Background: an optimization exercise with open tools, aiming at small area. Do not read the settings as production practice.
Function was checked by simulation only, so behaviour that the tests miss may differ from the original.

==> run a <==
==> flow/design.v (excerpt) <==
module ethernet_parser (
    input wire clk,
    input wire rst_n,
    input  wire [63:0] s_axis_tdata,
    input  wire [7:0]  s_axis_tkeep,
    input  wire        s_axis_tvalid,
    output wire        s_axis_tready,
    input  wire        s_axis_tlast,
    output reg  [63:0] m_axis_tdata,
    output reg  [7:0]  m_axis_tkeep,
    output reg         m_axis_tvalid,
    input  wire        m_axis_tready,
    output reg         m_axis_tlast,
    output wire        parsed_valid_pulse,
    output wire [47:0] dst_mac,
    output wire [47:0] src_mac,
    output wire [15:0] ethertype,
    output wire [31:0] src_ip,
    output wire [31:0] dst_ip,
    output wire [15:0] src_port,
    output wire [15:0] dst_port
);
localparam IDLE    = 3'd0,
           WORD1   = 3'd1,
           WORD2   = 3'd3,
           WORD3   = 3'd2,
           WORD4   = 3'd6,
           PULSE   = 3'd7,
           WORD5   = 3'd5,
           PAYLOAD = 3'd4;
reg [2:0]  state;
reg [63:0] beat0;      
reg [63:16] beat1;     
reg [63:0] prev_beat;  
assign s_axis_tready = m_axis_tready | ~m_axis_tvalid;
wire accept = s_axis_tvalid & s_axis_tready;
assign parsed_valid_pulse = (state == PULSE);
assign dst_mac   = beat0[63:16];
assign src_mac   = {beat0[15:0], beat1[63:32]};
assign ethertype = beat1[31:16];
assign src_ip    = prev_beat[63:32];
assign dst_ip    = prev_beat[31:0];
assign src_port  = m_axis_tdata[63:48];
  ...
==> module ethernet_parser, before the edit <==
module ethernet_parser (
    input wire clk,
    input wire rst_n,
    input  wire [63:0] s_axis_tdata,
    input  wire [7:0]  s_axis_tkeep,
    input  wire        s_axis_tvalid,
    output wire        s_axis_tready,
    input  wire        s_axis_tlast,
    output reg  [63:0] m_axis_tdata,
    output reg  [7:0]  m_axis_tkeep,
    output reg         m_axis_tvalid,
    input  wire        m_axis_tready,
    output reg         m_axis_tlast,
    output wire        parsed_valid_pulse,
    output wire [47:0] dst_mac,
    output wire [47:0] src_mac,
    output wire [15:0] ethertype,
    output wire [31:0] src_ip,
    output wire [31:0] dst_ip,
    output wire [15:0] src_port,
    output wire [15:0] dst_port
);
localparam IDLE    = 3'd0,
           WORD1   = 3'd1,
           WORD2   = 3'd3,
           WORD3   = 3'd2,
           WORD4   = 3'd6,
           PULSE   = 3'd7,
           WORD5   = 3'd5,
           PAYLOAD = 3'd4;
reg [2:0]  state;
reg [63:0] beat0;      
reg [63:16] beat1;     
reg [63:0] prev_beat;  
assign s_axis_tready = m_axis_tready | ~m_axis_tvalid;
wire accept = s_axis_tvalid & s_axis_tready;
assign parsed_valid_pulse = (state == PULSE);
assign dst_mac   = beat0[63:16];
assign src_mac   = {beat0[15:0], beat1[63:32]};
assign ethertype = beat1[31:16];
assign src_ip    = prev_beat[63:32];
assign dst_ip    = prev_beat[31:0];
assign src_port  = m_axis_tdata[63:48];
assign dst_port  = m_axis_tdata[47:32];
always @(posedge clk or negedge rst_n) begin
    if (!rst_n) begin
        state <= IDLE;
        m_axis_tvalid <= 1'b0;
    end else begin
        m_axis_tvalid <= s_axis_tvalid | (m_axis_tvalid & ~m_axis_tready);
        if (accept) begin
            case (state)
                IDLE:    state <= WORD1;
                WORD1:   state <= WORD2;
                WORD2:   state <= WORD3;
                WORD3:   state <= WORD4;
                WORD4:   state <= PULSE;
                PAYLOAD: if (s_axis_tlast) state <= IDLE;
                default: state <= PAYLOAD;
            endcase
        end else if (state == PULSE) begin
            state <= WORD5;
        end
    end
end
always @(posedge clk) begin
    prev_beat <= m_axis_tdata;
    if (accept) begin
        m_axis_tdata <= s_axis_tdata;
        m_axis_tkeep <= s_axis_tkeep;
        m_axis_tlast <= s_axis_tlast;
    end
    if (state == IDLE)
        beat0 <= s_axis_tdata;
    if (state == WORD1)
        beat1 <= s_axis_tdata[63:16];
end
endmodule
clock: 5.0 ns
lec_check: 0
cap_margin: 0
core_margin: 2
core_utilization: 85
slew_margin: 0
standard.sh (not shown) runs the stock make flow with config.mk's settings and CLKGATE_MAP_FILE= SYNTH_SCRIPT=/design/flow/synth_recipe.tcl, a recipe that flattens the netlist after the stock synthesis.
==> flow/flow/run.sh <==
#!/bin/bash
# The standard layout with two changes: port buffers use the smallest
# buffer cell, and clock tree synthesis uses larger sink clusters of small
# clock buffers without dummy loads.
export BUFFER_PORTS_ARGS="-buffer_cell sky130_fd_sc_hd__buf_1"
export CTS_ARGS="-sink_clustering_enable -repair_clock_nets -sink_clustering_size 20 -sink_clustering_max_diameter 60 -buf_list {sky130_fd_sc_hd__clkbuf_4 sky130_fd_sc_hd__clkbuf_8} -dont_use_dummy_load"
bash standard.sh > standard_flow.log 2>&1
==> run b: changes against run a <==
==> flow/design.v (replaced) <==
module ethernet_parser (
    input wire clk,
    input wire rst_n,
    input  wire [63:0] s_axis_tdata,   
    input  wire [7:0]  s_axis_tkeep,   
    input  wire        s_axis_tvalid,  
    output wire        s_axis_tready,  
    input  wire        s_axis_tlast,   
    output reg  [63:0] m_axis_tdata,   
    output reg  [7:0]  m_axis_tkeep,   
    output reg         m_axis_tvalid,  
    input  wire        m_axis_tready,  
    output reg         m_axis_tlast,   
    output reg         parsed_valid_pulse, 
    output reg [47:0]  dst_mac,
    output reg [47:0]  src_mac,
    output reg [15:0]  ethertype,
    output reg [31:0]  src_ip,
    output reg [31:0]  dst_ip,
    output reg [15:0]  src_port,
    output reg [15:0]  dst_port
);
localparam IDLE    = 3'd0, 
           WORD1   = 3'd1, 
           WORD2   = 3'd2, 
           WORD3   = 3'd3, 
           WORD4   = 3'd4, 
           WORD5   = 3'd5, 
           PAYLOAD = 3'd6; 
reg [2:0] state;            
reg [2:0] word_count;       
reg parsing_done;           
assign s_axis_tready = (m_axis_tready || !m_axis_tvalid);
always @(posedge clk or negedge rst_n) begin
    if (!rst_n) begin
        state <= IDLE;
        word_count <= 0;
        parsing_done <= 0;
        parsed_valid_pulse <= 0;
        dst_mac <= 0; src_mac <= 0; ethertype <= 0;
        src_ip <= 0; dst_ip <= 0;
        src_port <= 0; dst_port <= 0;
        m_axis_tdata <= 0;
        m_axis_tkeep <= 0;
        m_axis_tvalid <= 0;
        m_axis_tlast <= 0;
    end else begin
        parsed_valid_pulse <= 0;
        if (m_axis_tvalid && m_axis_tready) begin
            m_axis_tvalid <= 0;
            m_axis_tlast <= 0;
        end
        if (s_axis_tvalid && s_axis_tready) begin
            m_axis_tdata  <= s_axis_tdata;
            m_axis_tkeep  <= s_axis_tkeep;
            m_axis_tvalid <= 1;
            m_axis_tlast  <= s_axis_tlast;
            case (state)
                IDLE: begin
                    state <= WORD1;
                    word_count <= 0;
                    parsing_done <= 0;
                    dst_mac[47:0]   <= s_axis_tdata[63:16];  
                    src_mac[47:32]  <= s_axis_tdata[15:0];   
                end
                WORD1: begin
                    state <= WORD2;
                    src_mac[31:0]  <= s_axis_tdata[63:32];  
                    ethertype      <= s_axis_tdata[31:16];  
                end
                WORD2: begin
                    state <= WORD3;                
                end
                WORD3: begin
                    state <= WORD4;
                    src_ip <= s_axis_tdata[63:32];  
                    dst_ip <= s_axis_tdata[31:0];   
                end
                WORD4: begin
                    state <= WORD5;
                    src_port <= s_axis_tdata[63:48];  
                    dst_port <= s_axis_tdata[47:32];  
                    parsed_valid_pulse <= 1;       
                    parsing_done <= 1;
                end
                WORD5: begin
                    state <= PAYLOAD;
                end
                PAYLOAD: begin
                    if (s_axis_tlast) begin
                        state <= IDLE;
                    end
                end
            endcase
        end
    end
end
endmodule
==> flow/run.sh (new file) <==
#!/bin/bash
# synth_recipe.tcl (not shown) runs the flow's synth.tcl, then flattens the netlist and writes it again
# the make line also repeats each setting of config.mk as NAME=value (left out here)
make -C /OpenROAD-flow-scripts/flow DESIGN_CONFIG=/design/flow/config.mk WORK_HOME=/design/flow/orfs CLKGATE_MAP_FILE= SYNTH_SCRIPT=/design/flow/synth_recipe.tcl finish
CAP_MARGIN = 20   (was 0)
CORE_UTILIZATION = 40   (was 85)
SLEW_MARGIN = 20   (was 0)
removed: flow/flow/run.sh
removed: flow/standard.sh
==> run c: changes against run a <==
--- a/flow/design.v
+++ b/flow/design.v
@@ -24,8 +24,8 @@
            WORD1   = 3'd1,
-           WORD2   = 3'd3,
-           WORD3   = 3'd2,
-           WORD4   = 3'd6,
-           PULSE   = 3'd7,
-           WORD5   = 3'd5,
-           PAYLOAD = 3'd4;
+           WORD2   = 3'd2,
+           WORD3   = 3'd3,
+           WORD4   = 3'd4,
+           PULSE   = 3'd5,
+           WORD5   = 3'd6,
+           PAYLOAD = 3'd7;
 reg [2:0]  state;
@@ -72,5 +72,5 @@
     end
-    if (state == IDLE)
+    if (accept && state == IDLE)
         beat0 <= s_axis_tdata;
-    if (state == WORD1)
+    if (accept && state == WORD1)
         beat1 <= s_axis_tdata[63:16];
==> flow/run.sh (new file) <==
#!/bin/bash
# synth_recipe.tcl (not shown) runs the flow's synth.tcl, then flattens the netlist and writes it again
# the make line also repeats each setting of config.mk as NAME=value (left out here)
make -C /OpenROAD-flow-scripts/flow DESIGN_CONFIG=/design/flow/config.mk WORK_HOME=/design/flow/orfs CLKGATE_MAP_FILE= SYNTH_SCRIPT=/design/flow/synth_recipe.tcl finish
CAP_MARGIN = 20   (was 0)
CORE_UTILIZATION = 60   (was 85)
CTS_BUF_LIST = sky130_fd_sc_hd__clkbuf_4 sky130_fd_sc_hd__clkbuf_2   (was not set)
SLEW_MARGIN = 20   (was 0)
removed: flow/flow/run.sh
removed: flow/standard.sh
==> qor summary <==
Proportion of register bits with asynchronous set or reset after synthesis: run c 0.0158; run b 1.00; run a 0.0158
Die width: run c 114 um; run b 168 um; run a 96.5 um
Ys flop type: run c edfxtp_1; run b dfrtp_1; run a edfxtp_1
Mean Syn Cell Area: run c 23.9 um2; run b 17.3 um2; run a 24.3 um2
Post-synthesis compound-gate area fraction: run c 0.00564; run b 0.00374; run a 0.00481
Post-synthesis share of cell area spent on xor and xnor gates: run c 0; run b 0.000818; run a 0
Top-count cell post-synth: run c edfxtp_1; run b dfrtp_1; run a edfxtp_1
Num ports: run c 361; run b 361; run a -
Status: run c did not finish; run b timing/DRC/antenna clean; run a did not finish
Last stage reached: run c clock tree synthesis (4_1_cts); run b -; run a I/O pin placement (3_2_place_iop)
Clock sink count: run c 253; run b 286; run a -
H-tree level count: run c 2; run b 1; run a -
Number of buffers inserted during clock tree synthesis: run c 56; run b 30; run a -
Max clock buf depth: run c 3; run b 3; run a -
Floorplan row count: run c 40; run b 59; run a 33
CTS root buf: run c clkbuf_4; run b clkbuf_16; run a -
Die H: run c 114 um; run b 168 um; run a 96.5 um
Setup fix buffers added after clock tree synthesis: run c 0; run b 0; run a -

-- afterwards: timing with drivers on the ports --
The results above use ideal ports. As a check the final layout listed here was re-extracted and re-timed, cells and wires unchanged.
Step 1 assumes that a clkbuf_16 drives the clock port and a buf_2 every other input.
Step 2 also shifts input and output timing later by t, the mid clock arrival at the registers, as if the neighbouring blocks saw the same clock.
Three values: ideal ports, drivers, drivers and shift; two values: the first two.
run: run b
t, ns: 0.583
setup WS [ns]: 0.827 / 0.775 / 0.775
worst slew at a driven data input, ns: 0.08
pins driven straight from the clock port: 1
After both steps run b still meets setup and hold. For run b, drivers alone change the setup slack by -0.052 ns; drivers and shift together by -0.052 ns.
